This is an optimization exercise on Yosys and OpenROAD, whose aim is small area and a short achievable clock period, not a production implementation.
No run shown here included a check of the RTL's function; only the layout flow was run.
Power figures rest on the tool's default switching activity, not on a simulated workload.

## flow/design.v (module list and top-level ports; edited modules follow where they fit)
// module running_average: 27 lines
// module ra_add_out: 488 lines
// module ra_add_nxt: 415 lines
// module ra_fa: 4 lines
// module ra_aoi21: 3 lines
// module ra_inv: 3 lines
// module ra_nand2: 3 lines
// module ra_nor2: 3 lines
// module ra_nor2b: 3 lines
// module ra_nor3b: 3 lines
// module ra_oai21: 3 lines
// module ra_xnor2: 3 lines
// module ra_xor2: 3 lines
module running_average #(
  parameter N = 4,
  parameter DATAWIDTH = 32
)(
  input   wire        clk,
  input   wire        reset,
  input   wire [DATAWIDTH -1 : 0] data_i,
  output  wire [DATAWIDTH -1 : 0] average_o
);
  // ...
==> flow/flow/run.sh <==
#!/bin/bash
set -euo pipefail
here=$(pwd)
DU_DEFAULT=$(cat flow/default_dont_use.txt)
DU_BIG=$(cat flow/big_cells.txt)
bash standard.sh DONT_USE_CELLS="$DU_DEFAULT $DU_BIG" synth > "$here/synth.log" 2>&1
args=()
if [[ -f flow/pnr_args.txt ]]; then
  while IFS= read -r line; do
    [[ -n "$line" && "$line" != \#* ]] && args+=("$line")
  done < flow/pnr_args.txt
fi
bash standard.sh "${args[@]}" finish > "$here/pnr.log" 2>&1
==> flow/flow/big_cells.txt <==
sky130_fd_sc_hd__a2111o_2 sky130_fd_sc_hd__a2111o_4 sky130_fd_sc_hd__a2111oi_2 sky130_fd_sc_hd__a2111oi_4 sky130_fd_sc_hd__a211o_2 sky130_fd_sc_hd__a211o_4 sky130_fd_sc_hd__a211oi_2 sky130_fd_sc_hd__a211oi_4 sky130_fd_sc_hd__a21bo_2 sky130_fd_sc_hd__a21bo_4 sky130_fd_sc_hd__a21boi_2 sky130_fd_sc_hd__a21boi_4 sky130_fd_sc_hd__a21o_2 sky130_fd_sc_hd__a21o_4 sky130_fd_sc_hd__a21oi_2 sky130_fd_sc_hd__a21oi_4 sky130_fd_sc_hd__a221o_2 sky130_fd_sc_hd__a221o_4 sky130_fd_sc_hd__a221oi_2 sky130_fd_sc_hd__a221oi_4 sky130_fd_sc_hd__a22o_2 sky130_fd_sc_hd__a22o_4 sky130_fd_sc_hd__a22oi_2 sky130_fd_sc_hd__a22oi_4 sky130_fd_sc_hd__a2bb2o_2 sky130_fd_sc_hd__a2bb2o_4 sky130_fd_sc_hd__a2bb2oi_2 sky130_fd_sc_hd__a2bb2oi_4 sky130_fd_sc_hd__a311o_2 sky130_fd_sc_hd__a311o_4 sky130_fd_sc_hd__a311oi_2 sky130_fd_sc_hd__a311oi_4 sky130_fd_sc_hd__a31o_2 sky130_fd_sc_hd__a31o_4 sky130_fd_sc_hd__a31oi_2 sky130_fd_sc_hd__a31oi_4 sky130_fd_sc_hd__a32o_2 sky130_fd_sc_hd__a32o_4 sky130_fd_sc_hd__a32oi_2 sky130_fd_sc_hd__a32oi_4 sky130_fd_sc_hd__a41o_2 sky130_fd_sc_hd__a41o_4 sky130_fd_sc_hd__a41oi_2 sky130_fd_sc_hd__a41oi_4 sky130_fd_sc_hd__and2_2 sky130_fd_sc_hd__and2_4 sky130_fd_sc_hd__and2b_2 sky130_fd_sc_hd__and2b_4 sky130_fd_sc_hd__and3_2 sky130_fd_sc_hd__and3_4 sky130_fd_sc_hd__and3b_2 sky130_fd_sc_hd__and3b_4 sky130_fd_sc_hd__and4_2 sky130_fd_sc_hd__and4_4 sky130_fd_sc_hd__and4b_2 sky130_fd_sc_hd__and4b_4 sky130_fd_sc_hd__and4bb_2 sky130_fd_sc_hd__and4bb_4 sky130_fd_sc_hd__fa_2 sky130_fd_sc_hd__fa_4 sky130_fd_sc_hd__ha_2 sky130_fd_sc_hd__ha_4 sky130_fd_sc_hd__inv_12 sky130_fd_sc_hd__inv_16 sky130_fd_sc_hd__inv_2 sky130_fd_sc_hd__inv_4 sky130_fd_sc_hd__inv_6 sky130_fd_sc_hd__inv_8 sky130_fd_sc_hd__maj3_2 sky130_fd_sc_hd__maj3_4 sky130_fd_sc_hd__mux2_2 sky130_fd_sc_hd__mux2_4 sky130_fd_sc_hd__mux2_8 sky130_fd_sc_hd__mux2i_2 sky130_fd_sc_hd__mux2i_4 sky130_fd_sc_hd__mux4_2 sky130_fd_sc_hd__mux4_4 sky130_fd_sc_hd__nand2_2 sky130_fd_sc_hd__nand2_4 sky130_fd_sc_hd__nand2_8 sky130_fd_sc_hd__nand2b_2 sky130_fd_sc_hd__nand2b_4 sky130_fd_sc_hd__nand3_2 sky130_fd_sc_hd__nand3_4 sky130_fd_sc_hd__nand3b_2 sky130_fd_sc_hd__nand3b_4 sky130_fd_sc_hd__nand4_2 sky130_fd_sc_hd__nand4_4 sky130_fd_sc_hd__nand4b_2 sky130_fd_sc_hd__nand4b_4 sky130_fd_sc_hd__nand4bb_2 sky130_fd_sc_hd__nand4bb_4 sky130_fd_sc_hd__nor2_2 sky130_fd_sc_hd__nor2_4 sky130_fd_sc_hd__nor2_8 sky130_fd_sc_hd__nor2b_2 sky130_fd_sc_hd__nor2b_4 sky130_fd_sc_hd__nor3_2 sky130_fd_sc_hd__nor3_4 sky130_fd_sc_hd__nor3b_2 sky130_fd_sc_hd__nor3b_4 sky130_fd_sc_hd__nor4_2 sky130_fd_sc_hd__nor4_4 sky130_fd_sc_hd__nor4b_2 sky130_fd_sc_hd__nor4b_4 sky130_fd_sc_hd__nor4bb_2 sky130_fd_sc_hd__nor4bb_4 sky130_fd_sc_hd__o2111a_2 sky130_fd_sc_hd__o2111a_4 sky130_fd_sc_hd__o2111ai_2 sky130_fd_sc_hd__o2111ai_4 sky130_fd_sc_hd__o211a_2 sky130_fd_sc_hd__o211a_4 sky130_fd_sc_hd__o211ai_2 sky130_fd_sc_hd__o211ai_4 sky130_fd_sc_hd__o21a_2 sky130_fd_sc_hd__o21a_4 sky130_fd_sc_hd__o21ai_2 sky130_fd_sc_hd__o21ai_4 sky130_fd_sc_hd__o21ba_2 sky130_fd_sc_hd__o21ba_4 sky130_fd_sc_hd__o21bai_2 sky130_fd_sc_hd__o21bai_4 sky130_fd_sc_hd__o221a_2 sky130_fd_sc_hd__o221a_4 sky130_fd_sc_hd__o221ai_2 sky130_fd_sc_hd__o221ai_4 sky130_fd_sc_hd__o22a_2 sky130_fd_sc_hd__o22a_4 sky130_fd_sc_hd__o22ai_2 sky130_fd_sc_hd__o22ai_4 sky130_fd_sc_hd__o2bb2a_2 sky130_fd_sc_hd__o2bb2a_4 sky130_fd_sc_hd__o2bb2ai_2 sky130_fd_sc_hd__o2bb2ai_4 sky130_fd_sc_hd__o311a_2 sky130_fd_sc_hd__o311a_4 sky130_fd_sc_hd__o311ai_2 sky130_fd_sc_hd__o311ai_4 sky130_fd_sc_hd__o31a_2 sky130_fd_sc_hd__o31a_4 sky130_fd_sc_hd__o31ai_2 sky130_fd_sc_hd__o31ai_4 sky130_fd_sc_hd__o32a_2 sky130_fd_sc_hd__o32a_4 sky130_fd_sc_hd__o32ai_2 sky130_fd_sc_hd__o32ai_4 sky130_fd_sc_hd__o41a_2 sky130_fd_sc_hd__o41a_4 sky130_fd_sc_hd__o41ai_2 sky130_fd_sc_hd__o41ai_4 sky130_fd_sc_hd__or2_2 sky130_fd_sc_hd__or2_4 sky130_fd_sc_hd__or2b_2 sky130_fd_sc_hd__or2b_4 sky130_fd_sc_hd__or3_2 sky130_fd_sc_hd__or3_4 sky130_fd_sc_hd__or3b_2 sky130_fd_sc_hd__or3b_4 sky130_fd_sc_hd__or4_2 sky130_fd_sc_hd__or4_4 sky130_fd_sc_hd__or4b_2 sky130_fd_sc_hd__or4b_4 sky130_fd_sc_hd__or4bb_2 sky130_fd_sc_hd__or4bb_4 sky130_fd_sc_hd__xnor2_2 sky130_fd_sc_hd__xnor2_4 sky130_fd_sc_hd__xnor3_2 sky130_fd_sc_hd__xnor3_4 sky130_fd_sc_hd__xor2_2 sky130_fd_sc_hd__xor2_4 sky130_fd_sc_hd__xor3_2 sky130_fd_sc_hd__xor3_4
==> flow/flow/default_dont_use.txt <==
sky130_fd_sc_hd__probe_p_8 sky130_fd_sc_hd__probec_p_8 sky130_fd_sc_hd__lpflow_bleeder_1 sky130_fd_sc_hd__lpflow_clkbufkapwr_1 sky130_fd_sc_hd__lpflow_clkbufkapwr_16 sky130_fd_sc_hd__lpflow_clkbufkapwr_2 sky130_fd_sc_hd__lpflow_clkbufkapwr_4 sky130_fd_sc_hd__lpflow_clkbufkapwr_8 sky130_fd_sc_hd__lpflow_clkinvkapwr_1 sky130_fd_sc_hd__lpflow_clkinvkapwr_16 sky130_fd_sc_hd__lpflow_clkinvkapwr_2 sky130_fd_sc_hd__lpflow_clkinvkapwr_4 sky130_fd_sc_hd__lpflow_clkinvkapwr_8 sky130_fd_sc_hd__lpflow_decapkapwr_12 sky130_fd_sc_hd__lpflow_decapkapwr_3 sky130_fd_sc_hd__lpflow_decapkapwr_4 sky130_fd_sc_hd__lpflow_decapkapwr_6 sky130_fd_sc_hd__lpflow_decapkapwr_8 sky130_fd_sc_hd__lpflow_inputiso0n_1 sky130_fd_sc_hd__lpflow_inputiso0p_1 sky130_fd_sc_hd__lpflow_inputiso1n_1 sky130_fd_sc_hd__lpflow_inputiso1p_1 sky130_fd_sc_hd__lpflow_inputisolatch_1 sky130_fd_sc_hd__lpflow_isobufsrc_1 sky130_fd_sc_hd__lpflow_isobufsrc_16 sky130_fd_sc_hd__lpflow_isobufsrc_2 sky130_fd_sc_hd__lpflow_isobufsrc_4 sky130_fd_sc_hd__lpflow_isobufsrc_8 sky130_fd_sc_hd__lpflow_isobufsrckapwr_16 sky130_fd_sc_hd__lpflow_lsbuf_lh_hl_isowell_tap_1 sky130_fd_sc_hd__lpflow_lsbuf_lh_hl_isowell_tap_2 sky130_fd_sc_hd__lpflow_lsbuf_lh_hl_isowell_tap_4 sky130_fd_sc_hd__lpflow_lsbuf_lh_isowell_4 sky130_fd_sc_hd__lpflow_lsbuf_lh_isowell_tap_1 sky130_fd_sc_hd__lpflow_lsbuf_lh_isowell_tap_2 sky130_fd_sc_hd__lpflow_lsbuf_lh_isowell_tap_4 
==> flow/flow/pnr_args.txt <==
BUFFER_PORTS_ARGS=-buffer_cell sky130_fd_sc_hd__buf_2
==> flow/standard.sh <==
#!/bin/bash
# synth_recipe.tcl (not shown) runs the flow's synth.tcl, then flattens the netlist and writes it again
# the make line also repeats each setting of config.mk as NAME=value (left out here)
make -C /OpenROAD-flow-scripts/flow DESIGN_CONFIG=/design/flow/config.mk WORK_HOME=/design/flow/orfs CLKGATE_MAP_FILE= SYNTH_SCRIPT=/design/flow/synth_recipe.tcl "${@:-finish}"
==> flow/config.mk <==
export PLATFORM = sky130hd
export DESIGN_NAME = running_average
export DESIGN_NICKNAME = running_average
export VERILOG_FILES = /design/flow/design.v
export SDC_FILE = /design/flow/constraint.sdc
export NUM_CORES = 4
export LEC_CHECK = 0
export CAP_MARGIN = 20
export CORE_MARGIN = 2
export CORE_UTILIZATION = 40
export CTS_BUF_LIST = sky130_fd_sc_hd__clkbuf_4 sky130_fd_sc_hd__clkbuf_8
export SETUP_SLACK_MARGIN = 2.5
export SLEW_MARGIN = 20
export SYNTH_HIERARCHICAL = 1
==> flow/constraint.sdc <==
create_clock -name core_clock -period 7.0 [get_ports {clk}]
set_input_delay 1.4000 -clock core_clock [delete_from_list [all_inputs] [get_ports {clk}]]
set_output_delay 1.4000 -clock core_clock [all_outputs]
set_load 0.01 [all_outputs]
==> key figures, run 1 <==
Floorplan
  – Die W: 121 um
  – Io pins: 66
  – Num rows: 42
  – # Taps: roughly 180

Final layout
  – Clock buf/inv share: 3.61%
  – Layout cells sized above 1: a little over a fifth
  – Sequential cell area share: between 30% and 40%

Clock network
  – Clock Sink Count: 96
  – Hold Buf Count CTS: 0
  – Worst-path clk slew: 100 ps

STA
  – Fin crit share: 64.7%
  – Final Max Slew Viols: 0
  – Post-route setup slack: approximately 2500 ps

Power
  – Leakage: 2.82 nW
  – Int Power: about 0.0013 W
  – Largest power group: combinational logic
  – Seq power: about 0.00071 W

Worst setup path
  – Critical path depth: 11
  – CP startpoint kind: input port
  – R2R depth: 12
  – Crit path buffers/inverters: 3

Synth
  – Simple-gate portion of the synthesized area: just over 20%

Route
  – DRC: 0
  – Routed length per placed instance: roughly 14 um
  – Final ANT Viol Nets: 0
  – Met3 routed WL: 579 um

Placement
  – Placed Cells: about 830
  – # port buffers: 63

Global routing
  – All-Layer GR Usage: between 10% and 20%
  – Routing usage on met1: between 20% and 30%

Run status
  – Status: complete, no violations
==> run 2, diff against run 1 <==
--- a/flow/design.v
+++ b/flow/design.v
@@ -219,46 +219,139 @@
   wire n191;
   wire n192;
   wire n193;
   wire n194;
   wire n195;
   wire n196;
   wire n197;
   wire n198;
+  wire n199;
   wire n200;
+  wire n201;
   wire n202;
+  wire n203;
   wire n204;
+  wire n205;
   wire n206;
+  wire n207;
   wire n208;
+  wire n209;
   wire n210;
+  wire n211;
   wire n212;
+  wire n213;
   wire n214;
+  wire n215;
   wire n216;
+  wire n217;
   wire n218;
+  wire n219;
   wire n220;
+  wire n221;
   wire n222;
+  wire n223;
   wire n224;
+  wire n225;
   wire n226;
+  wire n227;
   wire n228;
+  wire n229;
   wire n230;
+  wire n231;
   wire n232;
+  wire n233;
   wire n234;
+  wire n235;
   wire n236;
+  wire n237;
   wire n238;
+  wire n239;
   wire n240;
+  wire n241;
   wire n242;
+  wire n243;
   wire n244;
+  wire n245;
   wire n246;
+  wire n247;
   wire n248;
+  wire n249;
   wire n250;
+  wire n251;
   wire n252;
+  wire n253;
   wire n254;
+  wire n255;
   wire n256;
   wire n257;
+  wire n258;
+  wire n259;
+  wire n260;
+  wire n261;
+  wire n262;
+  wire n263;
+  wire n264;
+  wire n265;
+  wire n266;
+  wire n267;
+  wire n268;
+  wire n269;
+  wire n270;
+  wire n271;
+  wire n272;
+  wire n273;
+  wire n274;
+  wire n275;
+  wire n276;
+  wire n277;
+  wire n278;
+  wire n279;
+  wire n280;
+  wire n281;
+  wire n282;
+  wire n283;
+  wire n284;
+  wire n285;
+  wire n286;
+  wire n287;
+  wire n288;
+  wire n289;
+  wire n290;
+  wire n291;
+  wire n293;
+  wire n295;
+  wire n297;
+  wire n299;
+  wire n301;
+  wire n303;
+  wire n305;
+  wire n307;
+  wire n309;
+  wire n311;
+  wire n313;
+  wire n315;
+  wire n317;
+  wire n319;
+  wire n321;
+  wire n323;
+  wire n325;
+  wire n327;
+  wire n329;
+  wire n331;
+  wire n333;
+  wire n335;
+  wire n337;
+  wire n339;
+  wire n341;
+  wire n343;
+  wire n345;
+  wire n347;
+  wire n349;
+  wire n350;
   ra_nand2 g1 (.a(a[0]), .b(b[0]), .y(n1));
   ra_nor2 g2 (.a(a[0]), .b(b[0]), .y(n2));
   ra_nand2 g3 (.a(a[1]), .b(b[1]), .y(n3));
   ra_nor2 g4 (.a(a[1]), .b(b[1]), .y(n4));
   ra_nand2 g5 (.a(a[2]), .b(b[2]), .y(n5));
   ra_nor2 g6 (.a(a[2]), .b(b[2]), .y(n6));
   ra_nand2 g7 (.a(a[3]), .b(b[3]), .y(n7));
   ra_nor2 g8 (.a(a[3]), .b(b[3]), .y(n8));
@@ -312,211 +405,304 @@
   ra_nor2 g56 (.a(a[27]), .b(b[27]), .y(n56));
   ra_nand2 g57 (.a(a[28]), .b(b[28]), .y(n57));
   ra_nor2 g58 (.a(a[28]), .b(b[28]), .y(n58));
   ra_nand2 g59 (.a(a[29]), .b(b[29]), .y(n59));
   ra_nor2 g60 (.a(a[29]), .b(b[29]), .y(n60));
   ra_nand2 g61 (.a(a[30]), .b(b[30]), .y(n61));
   ra_nor2 g62 (.a(a[30]), .b(b[30]), .y(n62));
   ra_oai21 g63 (.a1(n4), .a2(n1), .b1(n3), .y(n63));
-  ra_oai21 g64 (.a1(n8), .a2(n5), .b1(n7), .y(n64));
-  ra_nor2 g65 (.a(n8), .b(n6), .y(n65));
-  ra_oai21 g66 (.a1(n12), .a2(n9), .b1(n11), .y(n66));
-  ra_nor2 g67 (.a(n12), .b(n10), .y(n67));
-  ra_oai21 g68 (.a1(n16), .a2(n13), .b1(n15), .y(n68));
-  ra_nor2 g69 (.a(n16), .b(n14), .y(n69));
-  ra_oai21 g70 (.a1(n20), .a2(n17), .b1(n19), .y(n70));
-  ra_nor2 g71 (.a(n20), .b(n18), .y(n71));
-  ra_oai21 g72 (.a1(n24), .a2(n21), .b1(n23), .y(n72));
-  ra_nor2 g73 (.a(n24), .b(n22), .y(n73));
-  ra_oai21 g74 (.a1(n28), .a2(n25), .b1(n27), .y(n74));
-  ra_nor2 g75 (.a(n28), .b(n26), .y(n75));
-  ra_oai21 g76 (.a1(n32), .a2(n29), .b1(n31), .y(n76));
-  ra_nor2 g77 (.a(n32), .b(n30), .y(n77));
-  ra_oai21 g78 (.a1(n36), .a2(n33), .b1(n35), .y(n78));
-  ra_nor2 g79 (.a(n36), .b(n34), .y(n79));
-  ra_oai21 g80 (.a1(n40), .a2(n37), .b1(n39), .y(n80));
-  ra_nor2 g81 (.a(n40), .b(n38), .y(n81));
-  ra_oai21 g82 (.a1(n44), .a2(n41), .b1(n43), .y(n82));
-  ra_nor2 g83 (.a(n44), .b(n42), .y(n83));
-  ra_oai21 g84 (.a1(n48), .a2(n45), .b1(n47), .y(n84));
-  ra_nor2 g85 (.a(n48), .b(n46), .y(n85));
-  ra_oai21 g86 (.a1(n52), .a2(n49), .b1(n51), .y(n86));
-  ra_nor2 g87 (.a(n52), .b(n50), .y(n87));
-  ra_oai21 g88 (.a1(n56), .a2(n53), .b1(n55), .y(n88));
-  ra_nor2 g89 (.a(n56), .b(n54), .y(n89));
-  ra_oai21 g90 (.a1(n60), .a2(n57), .b1(n59), .y(n90));
-  ra_nor2 g91 (.a(n60), .b(n58), .y(n91));
-  ra_aoi21 g92 (.a1(n65), .a2(n63), .b1(n64), .y(n92));
-  ra_aoi21 g93 (.a1(n67), .a2(n64), .b1(n66), .y(n93));
-  ra_nand2 g94 (.a(n67), .b(n65), .y(n94));
-  ra_aoi21 g95 (.a1(n69), .a2(n66), .b1(n68), .y(n95));
-  ra_nand2 g96 (.a(n69), .b(n67), .y(n96));
-  ra_aoi21 g97 (.a1(n71), .a2(n68), .b1(n70), .y(n97));
-  ra_nand2 g98 (.a(n71), .b(n69), .y(n98));
-  ra_aoi21 g99 (.a1(n73), .a2(n70), .b1(n72), .y(n99));
-  ra_nand2 g100 (.a(n73), .b(n71), .y(n100));
-  ra_aoi21 g101 (.a1(n75), .a2(n72), .b1(n74), .y(n101));
-  ra_nand2 g102 (.a(n75), .b(n73), .y(n102));
-  ra_aoi21 g103 (.a1(n77), .a2(n74), .b1(n76), .y(n103));
-  ra_nand2 g104 (.a(n77), .b(n75), .y(n104));
-  ra_aoi21 g105 (.a1(n79), .a2(n76), .b1(n78), .y(n105));
-  ra_nand2 g106 (.a(n79), .b(n77), .y(n106));
-  ra_aoi21 g107 (.a1(n81), .a2(n78), .b1(n80), .y(n107));
-  ra_nand2 g108 (.a(n81), .b(n79), .y(n108));
-  ra_aoi21 g109 (.a1(n83), .a2(n80), .b1(n82), .y(n109));
-  ra_nand2 g110 (.a(n83), .b(n81), .y(n110));
-  ra_aoi21 g111 (.a1(n85), .a2(n82), .b1(n84), .y(n111));
-  ra_nand2 g112 (.a(n85), .b(n83), .y(n112));
-  ra_aoi21 g113 (.a1(n87), .a2(n84), .b1(n86), .y(n113));
-  ra_nand2 g114 (.a(n87), .b(n85), .y(n114));
-  ra_aoi21 g115 (.a1(n89), .a2(n86), .b1(n88), .y(n115));
-  ra_nand2 g116 (.a(n89), .b(n87), .y(n116));
-  ra_aoi21 g117 (.a1(n91), .a2(n88), .b1(n90), .y(n117));
-  ra_nand2 g118 (.a(n91), .b(n89), .y(n118));
-  ra_inv g119 (.a(n63), .y(n119));
-  ra_oai21 g120 (.a1(n94), .a2(n119), .b1(n93), .y(n120));
-  ra_oai21 g121 (.a1(n96), .a2(n92), .b1(n95), .y(n121));
-  ra_oai21 g122 (.a1(n98), .a2(n93), .b1(n97), .y(n122));
-  ra_nor2 g123 (.a(n98), .b(n94), .y(n123));
-  ra_oai21 g124 (.a1(n100), .a2(n95), .b1(n99), .y(n124));
-  ra_nor2 g125 (.a(n100), .b(n96), .y(n125));
-  ra_oai21 g126 (.a1(n102), .a2(n97), .b1(n101), .y(n126));
-  ra_nor2 g127 (.a(n102), .b(n98), .y(n127));
-  ra_oai21 g128 (.a1(n104), .a2(n99), .b1(n103), .y(n128));
-  ra_nor2 g129 (.a(n104), .b(n100), .y(n129));
-  ra_oai21 g130 (.a1(n106), .a2(n101), .b1(n105), .y(n130));
-  ra_nor2 g131 (.a(n106), .b(n102), .y(n131));
-  ra_oai21 g132 (.a1(n108), .a2(n103), .b1(n107), .y(n132));
-  ra_nor2 g133 (.a(n108), .b(n104), .y(n133));
-  ra_oai21 g134 (.a1(n110), .a2(n105), .b1(n109), .y(n134));
-  ra_nor2 g135 (.a(n110), .b(n106), .y(n135));
-  ra_oai21 g136 (.a1(n112), .a2(n107), .b1(n111), .y(n136));
-  ra_nor2 g137 (.a(n112), .b(n108), .y(n137));
-  ra_oai21 g138 (.a1(n114), .a2(n109), .b1(n113), .y(n138));
-  ra_nor2 g139 (.a(n114), .b(n110), .y(n139));
-  ra_oai21 g140 (.a1(n116), .a2(n111), .b1(n115), .y(n140));
-  ra_nor2 g141 (.a(n116), .b(n112), .y(n141));
-  ra_oai21 g142 (.a1(n118), .a2(n113), .b1(n117), .y(n142));
-  ra_nor2 g143 (.a(n118), .b(n114), .y(n143));
-  ra_aoi21 g144 (.a1(n123), .a2(n63), .b1(n122), .y(n144));
-  ra_inv g145 (.a(n92), .y(n145));
-  ra_aoi21 g146 (.a1(n125), .a2(n145), .b1(n124), .y(n146));
-  ra_aoi21 g147 (.a1(n127), .a2(n120), .b1(n126), .y(n147));
-  ra_aoi21 g148 (.a1(n129), .a2(n121), .b1(n128), .y(n148));
-  ra_aoi21 g149 (.a1(n131), .a2(n122), .b1(n130), .y(n149));
-  ra_nand2 g150 (.a(n131), .b(n123), .y(n150));
-  ra_aoi21 g151 (.a1(n133), .a2(n124), .b1(n132), .y(n151));
-  ra_nand2 g152 (.a(n133), .b(n125), .y(n152));
-  ra_aoi21 g153 (.a1(n135), .a2(n126), .b1(n134), .y(n153));
-  ra_nand2 g154 (.a(n135), .b(n127), .y(n154));
-  ra_aoi21 g155 (.a1(n137), .a2(n128), .b1(n136), .y(n155));
-  ra_nand2 g156 (.a(n137), .b(n129), .y(n156));
-  ra_aoi21 g157 (.a1(n139), .a2(n130), .b1(n138), .y(n157));
-  ra_nand2 g158 (.a(n139), .b(n131), .y(n158));
-  ra_aoi21 g159 (.a1(n141), .a2(n132), .b1(n140), .y(n159));
-  ra_nand2 g160 (.a(n141), .b(n133), .y(n160));
-  ra_aoi21 g161 (.a1(n143), .a2(n134), .b1(n142), .y(n161));
-  ra_nand2 g162 (.a(n143), .b(n135), .y(n162));
-  ra_inv g163 (.a(n63), .y(n163));
-  ra_oai21 g164 (.a1(n150), .a2(n163), .b1(n149), .y(n164));
-  ra_oai21 g165 (.a1(n152), .a2(n92), .b1(n151), .y(n165));
-  ra_inv g166 (.a(n120), .y(n166));
-  ra_oai21 g167 (.a1(n154), .a2(n166), .b1(n153), .y(n167));
-  ra_inv g168 (.a(n121), .y(n168));
-  ra_oai21 g169 (.a1(n156), .a2(n168), .b1(n155), .y(n169));
-  ra_oai21 g170 (.a1(n158), .a2(n144), .b1(n157), .y(n170));
-  ra_oai21 g171 (.a1(n160), .a2(n146), .b1(n159), .y(n171));
-  ra_oai21 g172 (.a1(n162), .a2(n147), .b1(n161), .y(n172));
-  ra_inv g173 (.a(n63), .y(n173));
-  ra_oai21 g174 (.a1(n6), .a2(n173), .b1(n5), .y(n174));
-  ra_oai21 g175 (.a1(n10), .a2(n92), .b1(n9), .y(n175));
-  ra_inv g176 (.a(n120), .y(n176));
-  ra_oai21 g177 (.a1(n14), .a2(n176), .b1(n13), .y(n177));
-  ra_inv g178 (.a(n121), .y(n178));
-  ra_oai21 g179 (.a1(n18), .a2(n178), .b1(n17), .y(n179));
-  ra_oai21 g180 (.a1(n22), .a2(n144), .b1(n21), .y(n180));
-  ra_oai21 g181 (.a1(n26), .a2(n146), .b1(n25), .y(n181));
-  ra_oai21 g182 (.a1(n30), .a2(n147), .b1(n29), .y(n182));
-  ra_oai21 g183 (.a1(n34), .a2(n148), .b1(n33), .y(n183));
-  ra_inv g184 (.a(n164), .y(n184));
-  ra_oai21 g185 (.a1(n38), .a2(n184), .b1(n37), .y(n185));
-  ra_inv g186 (.a(n165), .y(n186));
-  ra_oai21 g187 (.a1(n42), .a2(n186), .b1(n41), .y(n187));
-  ra_inv g188 (.a(n167), .y(n188));
-  ra_oai21 g189 (.a1(n46), .a2(n188), .b1(n45), .y(n189));
-  ra_inv g190 (.a(n169), .y(n190));
-  ra_oai21 g191 (.a1(n50), .a2(n190), .b1(n49), .y(n191));
-  ra_inv g192 (.a(n170), .y(n192));
-  ra_oai21 g193 (.a1(n54), .a2(n192), .b1(n53), .y(n193));
-  ra_inv g194 (.a(n171), .y(n194));
-  ra_oai21 g195 (.a1(n58), .a2(n194), .b1(n57), .y(n195));
-  ra_inv g196 (.a(n172), .y(n196));
-  ra_oai21 g197 (.a1(n62), .a2(n196), .b1(n61), .y(n197));
-  ra_nor3b g198 (.a(n6), .b(r), .cn(n5), .y(n198));
-  ra_xor2 g199 (.a(n198), .b(n63), .y(y[0]));
-  ra_nor3b g200 (.a(n8), .b(r), .cn(n7), .y(n200));
-  ra_xor2 g201 (.a(n200), .b(n174), .y(y[1]));
-  ra_nor3b g202 (.a(n10), .b(r), .cn(n9), .y(n202));
-  ra_xnor2 g203 (.a(n202), .b(n92), .y(y[2]));
-  ra_nor3b g204 (.a(n12), .b(r), .cn(n11), .y(n204));
-  ra_xor2 g205 (.a(n204), .b(n175), .y(y[3]));
-  ra_nor3b g206 (.a(n14), .b(r), .cn(n13), .y(n206));
-  ra_xor2 g207 (.a(n206), .b(n120), .y(y[4]));
-  ra_nor3b g208 (.a(n16), .b(r), .cn(n15), .y(n208));
-  ra_xor2 g209 (.a(n208), .b(n177), .y(y[5]));
-  ra_nor3b g210 (.a(n18), .b(r), .cn(n17), .y(n210));
-  ra_xor2 g211 (.a(n210), .b(n121), .y(y[6]));
-  ra_nor3b g212 (.a(n20), .b(r), .cn(n19), .y(n212));
-  ra_xor2 g213 (.a(n212), .b(n179), .y(y[7]));
-  ra_nor3b g214 (.a(n22), .b(r), .cn(n21), .y(n214));
-  ra_xnor2 g215 (.a(n214), .b(n144), .y(y[8]));
-  ra_nor3b g216 (.a(n24), .b(r), .cn(n23), .y(n216));
-  ra_xor2 g217 (.a(n216), .b(n180), .y(y[9]));
-  ra_nor3b g218 (.a(n26), .b(r), .cn(n25), .y(n218));
-  ra_xnor2 g219 (.a(n218), .b(n146), .y(y[10]));
-  ra_nor3b g220 (.a(n28), .b(r), .cn(n27), .y(n220));
-  ra_xor2 g221 (.a(n220), .b(n181), .y(y[11]));
-  ra_nor3b g222 (.a(n30), .b(r), .cn(n29), .y(n222));
-  ra_xnor2 g223 (.a(n222), .b(n147), .y(y[12]));
-  ra_nor3b g224 (.a(n32), .b(r), .cn(n31), .y(n224));
-  ra_xor2 g225 (.a(n224), .b(n182), .y(y[13]));
-  ra_nor3b g226 (.a(n34), .b(r), .cn(n33), .y(n226));
-  ra_xnor2 g227 (.a(n226), .b(n148), .y(y[14]));
-  ra_nor3b g228 (.a(n36), .b(r), .cn(n35), .y(n228));
-  ra_xor2 g229 (.a(n228), .b(n183), .y(y[15]));
-  ra_nor3b g230 (.a(n38), .b(r), .cn(n37), .y(n230));
-  ra_xor2 g231 (.a(n230), .b(n164), .y(y[16]));
-  ra_nor3b g232 (.a(n40), .b(r), .cn(n39), .y(n232));
-  ra_xor2 g233 (.a(n232), .b(n185), .y(y[17]));
-  ra_nor3b g234 (.a(n42), .b(r), .cn(n41), .y(n234));
-  ra_xor2 g235 (.a(n234), .b(n165), .y(y[18]));
-  ra_nor3b g236 (.a(n44), .b(r), .cn(n43), .y(n236));
-  ra_xor2 g237 (.a(n236), .b(n187), .y(y[19]));
-  ra_nor3b g238 (.a(n46), .b(r), .cn(n45), .y(n238));
-  ra_xor2 g239 (.a(n238), .b(n167), .y(y[20]));
-  ra_nor3b g240 (.a(n48), .b(r), .cn(n47), .y(n240));
-  ra_xor2 g241 (.a(n240), .b(n189), .y(y[21]));
-  ra_nor3b g242 (.a(n50), .b(r), .cn(n49), .y(n242));
-  ra_xor2 g243 (.a(n242), .b(n169), .y(y[22]));
-  ra_nor3b g244 (.a(n52), .b(r), .cn(n51), .y(n244));
-  ra_xor2 g245 (.a(n244), .b(n191), .y(y[23]));
-  ra_nor3b g246 (.a(n54), .b(r), .cn(n53), .y(n246));
-  ra_xor2 g247 (.a(n246), .b(n170), .y(y[24]));
-  ra_nor3b g248 (.a(n56), .b(r), .cn(n55), .y(n248));
-  ra_xor2 g249 (.a(n248), .b(n193), .y(y[25]));
-  ra_nor3b g250 (.a(n58), .b(r), .cn(n57), .y(n250));
-  ra_xor2 g251 (.a(n250), .b(n171), .y(y[26]));
-  ra_nor3b g252 (.a(n60), .b(r), .cn(n59), .y(n252));
-  ra_xor2 g253 (.a(n252), .b(n195), .y(y[27]));
-  ra_nor3b g254 (.a(n62), .b(r), .cn(n61), .y(n254));
-  ra_xor2 g255 (.a(n254), .b(n172), .y(y[28]));
-  ra_xnor2 g256 (.a(a[31]), .b(b[31]), .y(n256));
-  ra_nor2 g257 (.a(n256), .b(r), .y(n257));
-  ra_xor2 g258 (.a(n257), .b(n197), .y(y[29]));
+  ra_oai21 g64 (.a1(n6), .a2(n3), .b1(n5), .y(n64));
+  ra_nor2 g65 (.a(n6), .b(n4), .y(n65));
+  ra_oai21 g66 (.a1(n8), .a2(n5), .b1(n7), .y(n66));
+  ra_nor2 g67 (.a(n8), .b(n6), .y(n67));
+  ra_oai21 g68 (.a1(n10), .a2(n7), .b1(n9), .y(n68));
+  ra_nor2 g69 (.a(n10), .b(n8), .y(n69));
+  ra_oai21 g70 (.a1(n12), .a2(n9), .b1(n11), .y(n70));
+  ra_nor2 g71 (.a(n12), .b(n10), .y(n71));
+  ra_oai21 g72 (.a1(n14), .a2(n11), .b1(n13), .y(n72));
+  ra_nor2 g73 (.a(n14), .b(n12), .y(n73));
+  ra_oai21 g74 (.a1(n16), .a2(n13), .b1(n15), .y(n74));
+  ra_nor2 g75 (.a(n16), .b(n14), .y(n75));
+  ra_oai21 g76 (.a1(n18), .a2(n15), .b1(n17), .y(n76));
+  ra_nor2 g77 (.a(n18), .b(n16), .y(n77));
+  ra_oai21 g78 (.a1(n20), .a2(n17), .b1(n19), .y(n78));
+  ra_nor2 g79 (.a(n20), .b(n18), .y(n79));
+  ra_oai21 g80 (.a1(n22), .a2(n19), .b1(n21), .y(n80));
+  ra_nor2 g81 (.a(n22), .b(n20), .y(n81));
+  ra_oai21 g82 (.a1(n24), .a2(n21), .b1(n23), .y(n82));
+  ra_nor2 g83 (.a(n24), .b(n22), .y(n83));
+  ra_oai21 g84 (.a1(n26), .a2(n23), .b1(n25), .y(n84));
+  ra_nor2 g85 (.a(n26), .b(n24), .y(n85));
+  ra_oai21 g86 (.a1(n28), .a2(n25), .b1(n27), .y(n86));
+  ra_nor2 g87 (.a(n28), .b(n26), .y(n87));
+  ra_oai21 g88 (.a1(n30), .a2(n27), .b1(n29), .y(n88));
+  ra_nor2 g89 (.a(n30), .b(n28), .y(n89));
+  ra_oai21 g90 (.a1(n32), .a2(n29), .b1(n31), .y(n90));
+  ra_nor2 g91 (.a(n32), .b(n30), .y(n91));
+  ra_oai21 g92 (.a1(n34), .a2(n31), .b1(n33), .y(n92));
+  ra_nor2 g93 (.a(n34), .b(n32), .y(n93));
+  ra_oai21 g94 (.a1(n36), .a2(n33), .b1(n35), .y(n94));
+  ra_nor2 g95 (.a(n36), .b(n34), .y(n95));
+  ra_oai21 g96 (.a1(n38), .a2(n35), .b1(n37), .y(n96));
+  ra_nor2 g97 (.a(n38), .b(n36), .y(n97));
+  ra_oai21 g98 (.a1(n40), .a2(n37), .b1(n39), .y(n98));
+  ra_nor2 g99 (.a(n40), .b(n38), .y(n99));
+  ra_oai21 g100 (.a1(n42), .a2(n39), .b1(n41), .y(n100));
+  ra_nor2 g101 (.a(n42), .b(n40), .y(n101));
+  ra_oai21 g102 (.a1(n44), .a2(n41), .b1(n43), .y(n102));
+  ra_nor2 g103 (.a(n44), .b(n42), .y(n103));
+  ra_oai21 g104 (.a1(n46), .a2(n43), .b1(n45), .y(n104));
+  ra_nor2 g105 (.a(n46), .b(n44), .y(n105));
+  ra_oai21 g106 (.a1(n48), .a2(n45), .b1(n47), .y(n106));
+  ra_nor2 g107 (.a(n48), .b(n46), .y(n107));
+  ra_oai21 g108 (.a1(n50), .a2(n47), .b1(n49), .y(n108));
+  ra_nor2 g109 (.a(n50), .b(n48), .y(n109));
+  ra_oai21 g110 (.a1(n52), .a2(n49), .b1(n51), .y(n110));
+  ra_nor2 g111 (.a(n52), .b(n50), .y(n111));
+  ra_oai21 g112 (.a1(n54), .a2(n51), .b1(n53), .y(n112));
+  ra_nor2 g113 (.a(n54), .b(n52), .y(n113));
+  ra_oai21 g114 (.a1(n56), .a2(n53), .b1(n55), .y(n114));
+  ra_nor2 g115 (.a(n56), .b(n54), .y(n115));
+  ra_oai21 g116 (.a1(n58), .a2(n55), .b1(n57), .y(n116));
+  ra_nor2 g117 (.a(n58), .b(n56), .y(n117));
+  ra_oai21 g118 (.a1(n60), .a2(n57), .b1(n59), .y(n118));
+  ra_nor2 g119 (.a(n60), .b(n58), .y(n119));
+  ra_oai21 g120 (.a1(n62), .a2(n59), .b1(n61), .y(n120));
+  ra_nor2 g121 (.a(n62), .b(n60), .y(n121));
+  ra_inv g122 (.a(n1), .y(n122));
+  ra_aoi21 g123 (.a1(n65), .a2(n122), .b1(n64), .y(n123));
+  ra_aoi21 g124 (.a1(n67), .a2(n63), .b1(n66), .y(n124));
+  ra_aoi21 g125 (.a1(n69), .a2(n64), .b1(n68), .y(n125));
+  ra_nand2 g126 (.a(n69), .b(n65), .y(n126));
+  ra_aoi21 g127 (.a1(n71), .a2(n66), .b1(n70), .y(n127));
+  ra_nand2 g128 (.a(n71), .b(n67), .y(n128));
+  ra_aoi21 g129 (.a1(n73), .a2(n68), .b1(n72), .y(n129));
+  ra_nand2 g130 (.a(n73), .b(n69), .y(n130));
+  ra_aoi21 g131 (.a1(n75), .a2(n70), .b1(n74), .y(n131));
+  ra_nand2 g132 (.a(n75), .b(n71), .y(n132));
+  ra_aoi21 g133 (.a1(n77), .a2(n72), .b1(n76), .y(n133));
+  ra_nand2 g134 (.a(n77), .b(n73), .y(n134));
+  ra_aoi21 g135 (.a1(n79), .a2(n74), .b1(n78), .y(n135));
+  ra_nand2 g136 (.a(n79), .b(n75), .y(n136));
+  ra_aoi21 g137 (.a1(n81), .a2(n76), .b1(n80), .y(n137));
+  ra_nand2 g138 (.a(n81), .b(n77), .y(n138));
+  ra_aoi21 g139 (.a1(n83), .a2(n78), .b1(n82), .y(n139));
+  ra_nand2 g140 (.a(n83), .b(n79), .y(n140));
+  ra_aoi21 g141 (.a1(n85), .a2(n80), .b1(n84), .y(n141));
+  ra_nand2 g142 (.a(n85), .b(n81), .y(n142));
+  ra_aoi21 g143 (.a1(n87), .a2(n82), .b1(n86), .y(n143));
+  ra_nand2 g144 (.a(n87), .b(n83), .y(n144));
+  ra_aoi21 g145 (.a1(n89), .a2(n84), .b1(n88), .y(n145));
+  ra_nand2 g146 (.a(n89), .b(n85), .y(n146));
+  ra_aoi21 g147 (.a1(n91), .a2(n86), .b1(n90), .y(n147));
+  ra_nand2 g148 (.a(n91), .b(n87), .y(n148));
+  ra_aoi21 g149 (.a1(n93), .a2(n88), .b1(n92), .y(n149));
+  ra_nand2 g150 (.a(n93), .b(n89), .y(n150));
+  ra_aoi21 g151 (.a1(n95), .a2(n90), .b1(n94), .y(n151));
+  ra_nand2 g152 (.a(n95), .b(n91), .y(n152));
+  ra_aoi21 g153 (.a1(n97), .a2(n92), .b1(n96), .y(n153));
+  ra_nand2 g154 (.a(n97), .b(n93), .y(n154));
+  ra_aoi21 g155 (.a1(n99), .a2(n94), .b1(n98), .y(n155));
+  ra_nand2 g156 (.a(n99), .b(n95), .y(n156));
+  ra_aoi21 g157 (.a1(n101), .a2(n96), .b1(n100), .y(n157));
+  ra_nand2 g158 (.a(n101), .b(n97), .y(n158));
+  ra_aoi21 g159 (.a1(n103), .a2(n98), .b1(n102), .y(n159));
+  ra_nand2 g160 (.a(n103), .b(n99), .y(n160));
+  ra_aoi21 g161 (.a1(n105), .a2(n100), .b1(n104), .y(n161));
+  ra_nand2 g162 (.a(n105), .b(n101), .y(n162));
+  ra_aoi21 g163 (.a1(n107), .a2(n102), .b1(n106), .y(n163));
+  ra_nand2 g164 (.a(n107), .b(n103), .y(n164));
+  ra_aoi21 g165 (.a1(n109), .a2(n104), .b1(n108), .y(n165));
+  ra_nand2 g166 (.a(n109), .b(n105), .y(n166));
+  ra_aoi21 g167 (.a1(n111), .a2(n106), .b1(n110), .y(n167));
+  ra_nand2 g168 (.a(n111), .b(n107), .y(n168));
+  ra_aoi21 g169 (.a1(n113), .a2(n108), .b1(n112), .y(n169));
+  ra_nand2 g170 (.a(n113), .b(n109), .y(n170));
+  ra_aoi21 g171 (.a1(n115), .a2(n110), .b1(n114), .y(n171));
+  ra_nand2 g172 (.a(n115), .b(n111), .y(n172));
+  ra_aoi21 g173 (.a1(n117), .a2(n112), .b1(n116), .y(n173));
+  ra_nand2 g174 (.a(n117), .b(n113), .y(n174));
+  ra_aoi21 g175 (.a1(n119), .a2(n114), .b1(n118), .y(n175));
+  ra_nand2 g176 (.a(n119), .b(n115), .y(n176));
+  ra_aoi21 g177 (.a1(n121), .a2(n116), .b1(n120), .y(n177));
+  ra_nand2 g178 (.a(n121), .b(n117), .y(n178));
+  ra_oai21 g179 (.a1(n126), .a2(n1), .b1(n125), .y(n179));
+  ra_inv g180 (.a(n63), .y(n180));
+  ra_oai21 g181 (.a1(n128), .a2(n180), .b1(n127), .y(n181));
+  ra_oai21 g182 (.a1(n130), .a2(n123), .b1(n129), .y(n182));
+  ra_oai21 g183 (.a1(n132), .a2(n124), .b1(n131), .y(n183));
+  ra_oai21 g184 (.a1(n134), .a2(n125), .b1(n133), .y(n184));
+  ra_nor2 g185 (.a(n134), .b(n126), .y(n185));
+  ra_oai21 g186 (.a1(n136), .a2(n127), .b1(n135), .y(n186));
+  ra_nor2 g187 (.a(n136), .b(n128), .y(n187));
+  ra_oai21 g188 (.a1(n138), .a2(n129), .b1(n137), .y(n188));
+  ra_nor2 g189 (.a(n138), .b(n130), .y(n189));
+  ra_oai21 g190 (.a1(n140), .a2(n131), .b1(n139), .y(n190));
+  ra_nor2 g191 (.a(n140), .b(n132), .y(n191));
+  ra_oai21 g192 (.a1(n142), .a2(n133), .b1(n141), .y(n192));
+  ra_nor2 g193 (.a(n142), .b(n134), .y(n193));
+  ra_oai21 g194 (.a1(n144), .a2(n135), .b1(n143), .y(n194));
+  ra_nor2 g195 (.a(n144), .b(n136), .y(n195));
+  ra_oai21 g196 (.a1(n146), .a2(n137), .b1(n145), .y(n196));
+  ra_nor2 g197 (.a(n146), .b(n138), .y(n197));
+  ra_oai21 g198 (.a1(n148), .a2(n139), .b1(n147), .y(n198));
+  ra_nor2 g199 (.a(n148), .b(n140), .y(n199));
+  ra_oai21 g200 (.a1(n150), .a2(n141), .b1(n149), .y(n200));
+  ra_nor2 g201 (.a(n150), .b(n142), .y(n201));
+  ra_oai21 g202 (.a1(n152), .a2(n143), .b1(n151), .y(n202));
+  ra_nor2 g203 (.a(n152), .b(n144), .y(n203));
+  ra_oai21 g204 (.a1(n154), .a2(n145), .b1(n153), .y(n204));
+  ra_nor2 g205 (.a(n154), .b(n146), .y(n205));
+  ra_oai21 g206 (.a1(n156), .a2(n147), .b1(n155), .y(n206));
+  ra_nor2 g207 (.a(n156), .b(n148), .y(n207));
+  ra_oai21 g208 (.a1(n158), .a2(n149), .b1(n157), .y(n208));
+  ra_nor2 g209 (.a(n158), .b(n150), .y(n209));
+  ra_oai21 g210 (.a1(n160), .a2(n151), .b1(n159), .y(n210));
+  ra_nor2 g211 (.a(n160), .b(n152), .y(n211));
+  ra_oai21 g212 (.a1(n162), .a2(n153), .b1(n161), .y(n212));
+  ra_nor2 g213 (.a(n162), .b(n154), .y(n213));
+  ra_oai21 g214 (.a1(n164), .a2(n155), .b1(n163), .y(n214));
+  ra_nor2 g215 (.a(n164), .b(n156), .y(n215));
+  ra_oai21 g216 (.a1(n166), .a2(n157), .b1(n165), .y(n216));
+  ra_nor2 g217 (.a(n166), .b(n158), .y(n217));
+  ra_oai21 g218 (.a1(n168), .a2(n159), .b1(n167), .y(n218));
+  ra_nor2 g219 (.a(n168), .b(n160), .y(n219));
+  ra_oai21 g220 (.a1(n170), .a2(n161), .b1(n169), .y(n220));
+  ra_nor2 g221 (.a(n170), .b(n162), .y(n221));
+  ra_oai21 g222 (.a1(n172), .a2(n163), .b1(n171), .y(n222));
+  ra_nor2 g223 (.a(n172), .b(n164), .y(n223));
+  ra_oai21 g224 (.a1(n174), .a2(n165), .b1(n173), .y(n224));
+  ra_nor2 g225 (.a(n174), .b(n166), .y(n225));
+  ra_oai21 g226 (.a1(n176), .a2(n167), .b1(n175), .y(n226));
+  ra_nor2 g227 (.a(n176), .b(n168), .y(n227));
+  ra_oai21 g228 (.a1(n178), .a2(n169), .b1(n177), .y(n228));
+  ra_nor2 g229 (.a(n178), .b(n170), .y(n229));
+  ra_inv g230 (.a(n1), .y(n230));
+  ra_aoi21 g231 (.a1(n185), .a2(n230), .b1(n184), .y(n231));
+  ra_aoi21 g232 (.a1(n187), .a2(n63), .b1(n186), .y(n232));
+  ra_inv g233 (.a(n123), .y(n233));
+  ra_aoi21 g234 (.a1(n189), .a2(n233), .b1(n188), .y(n234));
+  ra_inv g235 (.a(n124), .y(n235));
+  ra_aoi21 g236 (.a1(n191), .a2(n235), .b1(n190), .y(n236));
+  ra_aoi21 g237 (.a1(n193), .a2(n179), .b1(n192), .y(n237));
+  ra_aoi21 g238 (.a1(n195), .a2(n181), .b1(n194), .y(n238));
+  ra_aoi21 g239 (.a1(n197), .a2(n182), .b1(n196), .y(n239));
+  ra_aoi21 g240 (.a1(n199), .a2(n183), .b1(n198), .y(n240));
+  ra_aoi21 g241 (.a1(n201), .a2(n184), .b1(n200), .y(n241));
+  ra_nand2 g242 (.a(n201), .b(n185), .y(n242));
+  ra_aoi21 g243 (.a1(n203), .a2(n186), .b1(n202), .y(n243));
+  ra_nand2 g244 (.a(n203), .b(n187), .y(n244));
+  ra_aoi21 g245 (.a1(n205), .a2(n188), .b1(n204), .y(n245));
+  ra_nand2 g246 (.a(n205), .b(n189), .y(n246));
+  ra_aoi21 g247 (.a1(n207), .a2(n190), .b1(n206), .y(n247));
+  ra_nand2 g248 (.a(n207), .b(n191), .y(n248));
+  ra_aoi21 g249 (.a1(n209), .a2(n192), .b1(n208), .y(n249));
+  ra_nand2 g250 (.a(n209), .b(n193), .y(n250));
+  ra_aoi21 g251 (.a1(n211), .a2(n194), .b1(n210), .y(n251));
+  ra_nand2 g252 (.a(n211), .b(n195), .y(n252));
+  ra_aoi21 g253 (.a1(n213), .a2(n196), .b1(n212), .y(n253));
+  ra_nand2 g254 (.a(n213), .b(n197), .y(n254));
+  ra_aoi21 g255 (.a1(n215), .a2(n198), .b1(n214), .y(n255));
+  ra_nand2 g256 (.a(n215), .b(n199), .y(n256));
+  ra_aoi21 g257 (.a1(n217), .a2(n200), .b1(n216), .y(n257));
+  ra_nand2 g258 (.a(n217), .b(n201), .y(n258));
+  ra_aoi21 g259 (.a1(n219), .a2(n202), .b1(n218), .y(n259));
+  ra_nand2 g260 (.a(n219), .b(n203), .y(n260));
+  ra_aoi21 g261 (.a1(n221), .a2(n204), .b1(n220), .y(n261));
+  ra_nand2 g262 (.a(n221), .b(n205), .y(n262));
+  ra_aoi21 g263 (.a1(n223), .a2(n206), .b1(n222), .y(n263));
+  ra_nand2 g264 (.a(n223), .b(n207), .y(n264));
+  ra_aoi21 g265 (.a1(n225), .a2(n208), .b1(n224), .y(n265));
+  ra_nand2 g266 (.a(n225), .b(n209), .y(n266));
+  ra_aoi21 g267 (.a1(n227), .a2(n210), .b1(n226), .y(n267));
+  ra_nand2 g268 (.a(n227), .b(n211), .y(n268));
+  ra_aoi21 g269 (.a1(n229), .a2(n212), .b1(n228), .y(n269));
+  ra_nand2 g270 (.a(n229), .b(n213), .y(n270));
+  ra_oai21 g271 (.a1(n242), .a2(n1), .b1(n241), .y(n271));
+  ra_inv g272 (.a(n63), .y(n272));
+  ra_oai21 g273 (.a1(n244), .a2(n272), .b1(n243), .y(n273));
+  ra_oai21 g274 (.a1(n246), .a2(n123), .b1(n245), .y(n274));
+  ra_oai21 g275 (.a1(n248), .a2(n124), .b1(n247), .y(n275));
+  ra_inv g276 (.a(n179), .y(n276));
+  ra_oai21 g277 (.a1(n250), .a2(n276), .b1(n249), .y(n277));
+  ra_inv g278 (.a(n181), .y(n278));
+  ra_oai21 g279 (.a1(n252), .a2(n278), .b1(n251), .y(n279));
+  ra_inv g280 (.a(n182), .y(n280));
+  ra_oai21 g281 (.a1(n254), .a2(n280), .b1(n253), .y(n281));
+  ra_inv g282 (.a(n183), .y(n282));
+  ra_oai21 g283 (.a1(n256), .a2(n282), .b1(n255), .y(n283));
+  ra_oai21 g284 (.a1(n258), .a2(n231), .b1(n257), .y(n284));
+  ra_oai21 g285 (.a1(n260), .a2(n232), .b1(n259), .y(n285));
+  ra_oai21 g286 (.a1(n262), .a2(n234), .b1(n261), .y(n286));
+  ra_oai21 g287 (.a1(n264), .a2(n236), .b1(n263), .y(n287));
+  ra_oai21 g288 (.a1(n266), .a2(n237), .b1(n265), .y(n288));
+  ra_oai21 g289 (.a1(n268), .a2(n238), .b1(n267), .y(n289));
+  ra_oai21 g290 (.a1(n270), .a2(n239), .b1(n269), .y(n290));
+  ra_nor3b g291 (.a(n6), .b(r), .cn(n5), .y(n291));
+  ra_xor2 g292 (.a(n291), .b(n63), .y(y[0]));
+  ra_nor3b g293 (.a(n8), .b(r), .cn(n7), .y(n293));
+  ra_xnor2 g294 (.a(n293), .b(n123), .y(y[1]));
+  ra_nor3b g295 (.a(n10), .b(r), .cn(n9), .y(n295));
+  ra_xnor2 g296 (.a(n295), .b(n124), .y(y[2]));
+  ra_nor3b g297 (.a(n12), .b(r), .cn(n11), .y(n297));
+  ra_xor2 g298 (.a(n297), .b(n179), .y(y[3]));
+  ra_nor3b g299 (.a(n14), .b(r), .cn(n13), .y(n299));
+  ra_xor2 g300 (.a(n299), .b(n181), .y(y[4]));
+  ra_nor3b g301 (.a(n16), .b(r), .cn(n15), .y(n301));
+  ra_xor2 g302 (.a(n301), .b(n182), .y(y[5]));
+  ra_nor3b g303 (.a(n18), .b(r), .cn(n17), .y(n303));
+  ra_xor2 g304 (.a(n303), .b(n183), .y(y[6]));
+  ra_nor3b g305 (.a(n20), .b(r), .cn(n19), .y(n305));
+  ra_xnor2 g306 (.a(n305), .b(n231), .y(y[7]));
+  ra_nor3b g307 (.a(n22), .b(r), .cn(n21), .y(n307));
+  ra_xnor2 g308 (.a(n307), .b(n232), .y(y[8]));
+  ra_nor3b g309 (.a(n24), .b(r), .cn(n23), .y(n309));
+  ra_xnor2 g310 (.a(n309), .b(n234), .y(y[9]));
+  ra_nor3b g311 (.a(n26), .b(r), .cn(n25), .y(n311));
+  ra_xnor2 g312 (.a(n311), .b(n236), .y(y[10]));
+  ra_nor3b g313 (.a(n28), .b(r), .cn(n27), .y(n313));
+  ra_xnor2 g314 (.a(n313), .b(n237), .y(y[11]));
+  ra_nor3b g315 (.a(n30), .b(r), .cn(n29), .y(n315));
+  ra_xnor2 g316 (.a(n315), .b(n238), .y(y[12]));
+  ra_nor3b g317 (.a(n32), .b(r), .cn(n31), .y(n317));
+  ra_xnor2 g318 (.a(n317), .b(n239), .y(y[13]));
+  ra_nor3b g319 (.a(n34), .b(r), .cn(n33), .y(n319));
+  ra_xnor2 g320 (.a(n319), .b(n240), .y(y[14]));
+  ra_nor3b g321 (.a(n36), .b(r), .cn(n35), .y(n321));
+  ra_xor2 g322 (.a(n321), .b(n271), .y(y[15]));
+  ra_nor3b g323 (.a(n38), .b(r), .cn(n37), .y(n323));
+  ra_xor2 g324 (.a(n323), .b(n273), .y(y[16]));
+  ra_nor3b g325 (.a(n40), .b(r), .cn(n39), .y(n325));
+  ra_xor2 g326 (.a(n325), .b(n274), .y(y[17]));
+  ra_nor3b g327 (.a(n42), .b(r), .cn(n41), .y(n327));
+  ra_xor2 g328 (.a(n327), .b(n275), .y(y[18]));
+  ra_nor3b g329 (.a(n44), .b(r), .cn(n43), .y(n329));
+  ra_xor2 g330 (.a(n329), .b(n277), .y(y[19]));
+  ra_nor3b g331 (.a(n46), .b(r), .cn(n45), .y(n331));
+  ra_xor2 g332 (.a(n331), .b(n279), .y(y[20]));
+  ra_nor3b g333 (.a(n48), .b(r), .cn(n47), .y(n333));
+  ra_xor2 g334 (.a(n333), .b(n281), .y(y[21]));
+  ra_nor3b g335 (.a(n50), .b(r), .cn(n49), .y(n335));
+  ra_xor2 g336 (.a(n335), .b(n283), .y(y[22]));
+  ra_nor3b g337 (.a(n52), .b(r), .cn(n51), .y(n337));
+  ra_xor2 g338 (.a(n337), .b(n284), .y(y[23]));
+  ra_nor3b g339 (.a(n54), .b(r), .cn(n53), .y(n339));
+  ra_xor2 g340 (.a(n339), .b(n285), .y(y[24]));
+  ra_nor3b g341 (.a(n56), .b(r), .cn(n55), .y(n341));
+  ra_xor2 g342 (.a(n341), .b(n286), .y(y[25]));
+  ra_nor3b g343 (.a(n58), .b(r), .cn(n57), .y(n343));
+  ra_xor2 g344 (.a(n343), .b(n287), .y(y[26]));
+  ra_nor3b g345 (.a(n60), .b(r), .cn(n59), .y(n345));
+  ra_xor2 g346 (.a(n345), .b(n288), .y(y[27]));
+  ra_nor3b g347 (.a(n62), .b(r), .cn(n61), .y(n347));
+  ra_xor2 g348 (.a(n347), .b(n289), .y(y[28]));
+  ra_xnor2 g349 (.a(a[31]), .b(b[31]), .y(n349));
+  ra_nor2 g350 (.a(n349), .b(r), .y(n350));
+  ra_xor2 g351 (.a(n350), .b(n290), .y(y[29]));
 endmodule
 module ra_add_nxt (input wire [31:0] a, input wire [31:0] b, input wire [31:0] c, output wire [31:0] y);
   wire [31:0] fs;
   wire [32:0] fc;
   wire n1;
   wire n2;
   wire n3;
   wire n4;
==> run 2 against run 1 <==
Net effect:
- still clean
- critical path depth down 2
- die area up 7.3%
- power up 4.9%
- sequential cell count unchanged
- cell count up 12%
- global-route usage up 2.5 points
- via count up 14%
- critical endpoint is now average_o[28]
- largest power group unchanged
- highest routed layer unchanged
==> key figures, run 2 <==
Synth
  – Post-synth top flop: dfrtp_1 (unchanged)
  – Synth top area share: 41.0% (was 44.0%)
  – Area contributors post-synth: dfrtp_1 41%, fa_1 11%, o21ai_1 9.1% (was dfrtp_1 44%, fa_1 12%, o21ai_1 7.8%)
  – List of most frequent post-synthesis cells: 128 x nor2_1, 109 x nand2_1, 107 x o21ai_1, 96 x dfrtp_1, 68 x a21oi_1 (was 101 x nor2_1, 96 x dfrtp_1, 87 x nand2_1, 85 x o21ai_1, 46 x xor2_1)
  – Top-count cell post-synth: nor2_1 (unchanged)
  – Syn_area_per_cell: 8.55 um^2 (was 9.20 um^2)
  – Leading area contributor after synthesis: dfrtp_1 (unchanged)
  – Ys async rst share: 100% (unchanged)
  – Synth warn: 7 (unchanged)
  – Synth Instances: 686 (was 593)
  – Post-synthesis sequential area ratio: 41.0% (was 44.0%)
  – EDFF count, synth: 0 (unchanged)
  – Yosys cell types: 13 (unchanged)
  – Post-synthesis cell area: 0.00586 mm^2 (was 0.00545 mm^2)
  – Synth Register Bits: 96 (unchanged)

Clock network
  – Worst-path clk slew: 100 ps (about the same)
  – CTS tree: yes (unchanged)
  – Hold Buf Count CTS: 0 (unchanged)
  – CTS Root Cell: clkbuf_8 (unchanged)
  – Worst skew pair latency: 380 ps (about the same)
  – Clock Sink Count: 96 (unchanged)
  – CTS Buffer Depth: 2 (unchanged)
  – Num CTS Buffers: 9 (unchanged)
  – CTS H-tree depth: 3 (unchanged)

STA
  – RSZ-0062 raised after global routing: true (unchanged)
  – Fin crit period: 4400 ps (was 4530 ps)
  – Worst relative slew slack: 53.3% (was 45.4%)
  – Fin. Hold Viols: 0 (unchanged)
  – Count of final setup violators: 0 (unchanged)
  – Slew @ Worst Pin: 701 ps (was 818 ps)
  – Final Max Slew Viols: 0 (unchanged)
  – Hold_ws: 408 ps (was 407 ps)
  – FMAX: 228 MHz (was 221 MHz)
  – Final Skew: 12.8 ps (was 18.8 ps)
  – Post-route setup slack: 2600 ps (was 2470 ps)
  – Setup TNS: 0 ps (unchanged)
  – Fin crit share: 62.8% (was 64.7%)

Placement
  – Hpwl dp: 11600 um (was 8960 um)
  – Post-Place Worst Slack: 2220 ps (was 2060 ps)
  – # port buffers: 63 (unchanged)
  – GPL Wtd Cong: 0.818 (was 0.918)

Route
  – Drt first pass iters: 4 (unchanged)
  – Routed length per placed instance: 15.0 um (was 13.8 um)
  – Detailed-route via count: 4869 (was 4262)
  – Final ANT Viol Nets: 0 (unchanged)
  – Final wirelength: 14300 um (was 11800 um)
  – Vias per Instance: 5.11 (was 5.00)
  – DRC: 0 (unchanged)
  – Iter 0 DRT Violations: 264 (was 158)

Floorplan
  – Core area: 0.0144 mm^2 (was 0.0133 mm^2)
  – Die area: 0.0156 mm^2 (was 0.0146 mm^2)
  – Die W: 125 um (was 121 um)
  – Die H: 125 um (was 121 um)
  – Num rows: 44 (was 42)
  – Io pins: 66 (unchanged)
  – Initial Util: 40.7% (was 41.0%)

Final layout
  – Nets: 831 (was 738)
  – Commonest non-fill, non-tap cell in the layout: nor2_1 (was dfrtp_1)
  – Top flop regs: s1 (32), s2 (32), s3 (32) (unchanged)
  – Layout cells sized above 1: 15.0% (was 21.4%)
  – Area grow syn2layout: 15.1% (was 19.5%)
  – Most frequent cells in the layout: 115 x nor2_1, 109 x nand2_1, 102 x o21ai_1 (was 96 x dfrtp_1, 84 x nand2_1, 78 x nor2_1)
  – Number of antenna diodes: 0 (unchanged)
  – FILL cells: 1451 (was 1229)

Global routing
  – All-Layer GR Usage: 19.6% (was 17.2%)
  – First-pass GRT wire length: 24300 um (was 19300 um)
  – Initial antenna violation count: 0 (unchanged)
  – Grt ovf: 0 (unchanged)
  – Vias in the first global route: 4923 (was 4163)
  – Largest net degree at the start of global routing: 56 (was 51)

Run status
  – Status: complete, no violations (unchanged)

Worst setup path
  – Worst EP arrival: 3000 ps (was 3130 ps)
  – Setup CP Type: in -> out (unchanged)
  – CP peak stage delay: 240 ps (about the same)
  – CP startpoint kind: input port (unchanged)
  – Crit path launch: data_i[3] (was data_i[20])
  – Kind of end point of the critical path: primary output (unchanged)
  – Crit-path cells: buf_2 -> nor2_1 -> o21ai_1 -> a21oi_1 -> o21ai_2 -> a21oi_2 -> o21ai_1 -> xor2_1 -> buf_2 (was buf_2 -> nor2_1 -> nor2_1 -> nand2_1 -> nor2_1 -> nand2_1 -> o21ai_2 -> inv_1 -> o21ai_1 -> xor2_1 -> buf_2)
  – CP required: 5600 ps (about the same)
  – Crit-path max FO: 4 (unchanged)
  – Slowest stage cell, crit path: a21oi_1 (was nor2_1)
  – Critical R2R Launch: s1[1] (unchanged)

Worst hold path
  – Hold Crit Class: reg -> reg (unchanged)
  – Hold Crit Start: s1[27] (was s1[16])

Run
  – Max Cap Viol: 0 (unchanged)

Power
  – Maximum vdd ir drop: 0.165 mV (was 0.191 mV)
  – Total Power: 0.00244 W (was 0.00233 W)
  – PwrDens: 361 mW/mm^2 (was 357 mW/mm^2)
  – Leakage: 2.89 nW (was 2.82 nW)
[run 2: changes by cell type in the layout (fill, tap and decap cells not counted), sizes merged]
cell,delta
a21oi,+27
nor2,+27
nand2,+22
o21ai,+22
xnor2,+5
xor2,-5
inv,-3
clkbuf,-2
buf,+1
bufinv,-1
clkinvlp,-1
[run 2: path summary, 6_finish.rpt]
| check | to | slack, ps | cells after the start |
|---|---|---|---|
| max | average_o[28] | 2600 | 9 |
| max reg2reg | s3[28] | 3630 | 12 |
| max in group asynchronous | s2[9] | 4510 | 3 |
| min in group asynchronous | s3[17] | 1410 | 2 |
| min reg2reg | s2[27] | 410 | 0 |
| min | s2[27] | 410 | 0 |
[run 2: metrics by stage]
stage               cell area [um^2]  util [%]  std cells
floorplan                       5870         -        687
global placement                6400      44.4        932
detailed placement              6400      44.4        932
CTS                             6640      46.1        948
global route                    6750      46.8        953
finish                          6750      46.8        953
[run 2: what timing repair did]
action,in CTS,in global routing
pin swaps,1,3
cloned,0,0
setup buffers,1,5
setup endpoints to repair,9,17
gates resized for setup,8,22
[run 2: critical path, delay by kind of cell]
kind	cells	cell delay, ps
buffers and inverters	2	290
AOI/OAI and AO/OA	5	910
and+or+nand+nor	1	210
xor gates and xnor gates	1	200
[run 2: final cells by class]
type | count | area [um^2] | area share, %
Clock inverter | 4 | 52.6 | 0.778
Clock buffer | 11 | 151 | 2.24
Timing Repair Buffer | 70 | 368 | 5.45
Sequential cell | 96 | 2400 | 35.6
Tap cell | 184 | 230 | 3.41
Multi-Input combinational cell | 567 | 3460 | 51.3
Inverter | 21 | 81.3 | 1.20
[run 2: kinds of logic (layout without fill, tap and decap cells)]
logic type | after synthesis | after routing | share of synthesized area, %
AND/OR/NAND/NOR | 295 | 295 | 22.0
other | 1 | 2 | 0.0639
XOR/XNOR | 63 | 63 | 9.41
buffers and inverters | 24 | 106 | 1.73
AO/OA/AOI/OAI | 175 | 175 | 14.9
adder cells (fa/ha/maj) | 32 | 32 | 10.9
flip-flops | 96 | 96 | 41.0
[run 2: modules after synthesis (local to each module, per instance), a selection]
module | flip-flops and latches | cells inside
ra_add_nxt | 0 | 1
ra_nor2b | 0 | 1
ra_xor2 | 0 | 1
ra_nor2 | 0 | 1
ra_oai21 | 0 | 1
running_average | 96 | 100
ra_inv | 0 | 1
[run 2: layer usage]
layer	GRT usage (%)	vias to the layer above	wire length (um)
li1	-	2435	-
met1	27.4	2347	6940
met2	31.4	74	6700
met3	4.28	13	448
met4	5.23	0	190
met5	0	-	0
[run 2: power breakdown]
group	switching, W	total (W)	internal, W
sequential	0.0000558	0.000708	0.000652
clock	0.000193	0.000377	0.000184
combinational	0.000856	0.00135	0.000498
total	0.00110	0.00244	0.00133

-- port drivers added, routing unchanged --
How much do the figures lean on ideal ports? The routed layouts below were timed once more, with nothing changed but the port constraints. Step 1 sets driving cells, clkbuf_16 on the clock port and buf_2 on the other inputs (assumed; they add their load-dependent delay and slew). Step 2 moves the port delays by t, midway between the first and last clock arrival at a register: inputs arrive t later, outputs are due t later. That takes back most of the time a late clock gives input paths. Three values: ideal, step 1, step 2; two values: the first two.
| run | t (ns) | setup WS [ns] | hold WS [ns] |
|---|---|---|---|
| run 1 | 0.407 | 2.473 / 2.450 / 2.450 | 0.407 / 0.407 / 0.407 |
| run 2 | 0.412 | 2.605 / 2.586 / 2.453 | 0.408 / 0.408 / 0.408 |
After both steps every run listed still meets setup and hold. The setup slack of run 2, which loses most, moves by -0.019 ns with the drivers and by -0.152 ns with both steps.
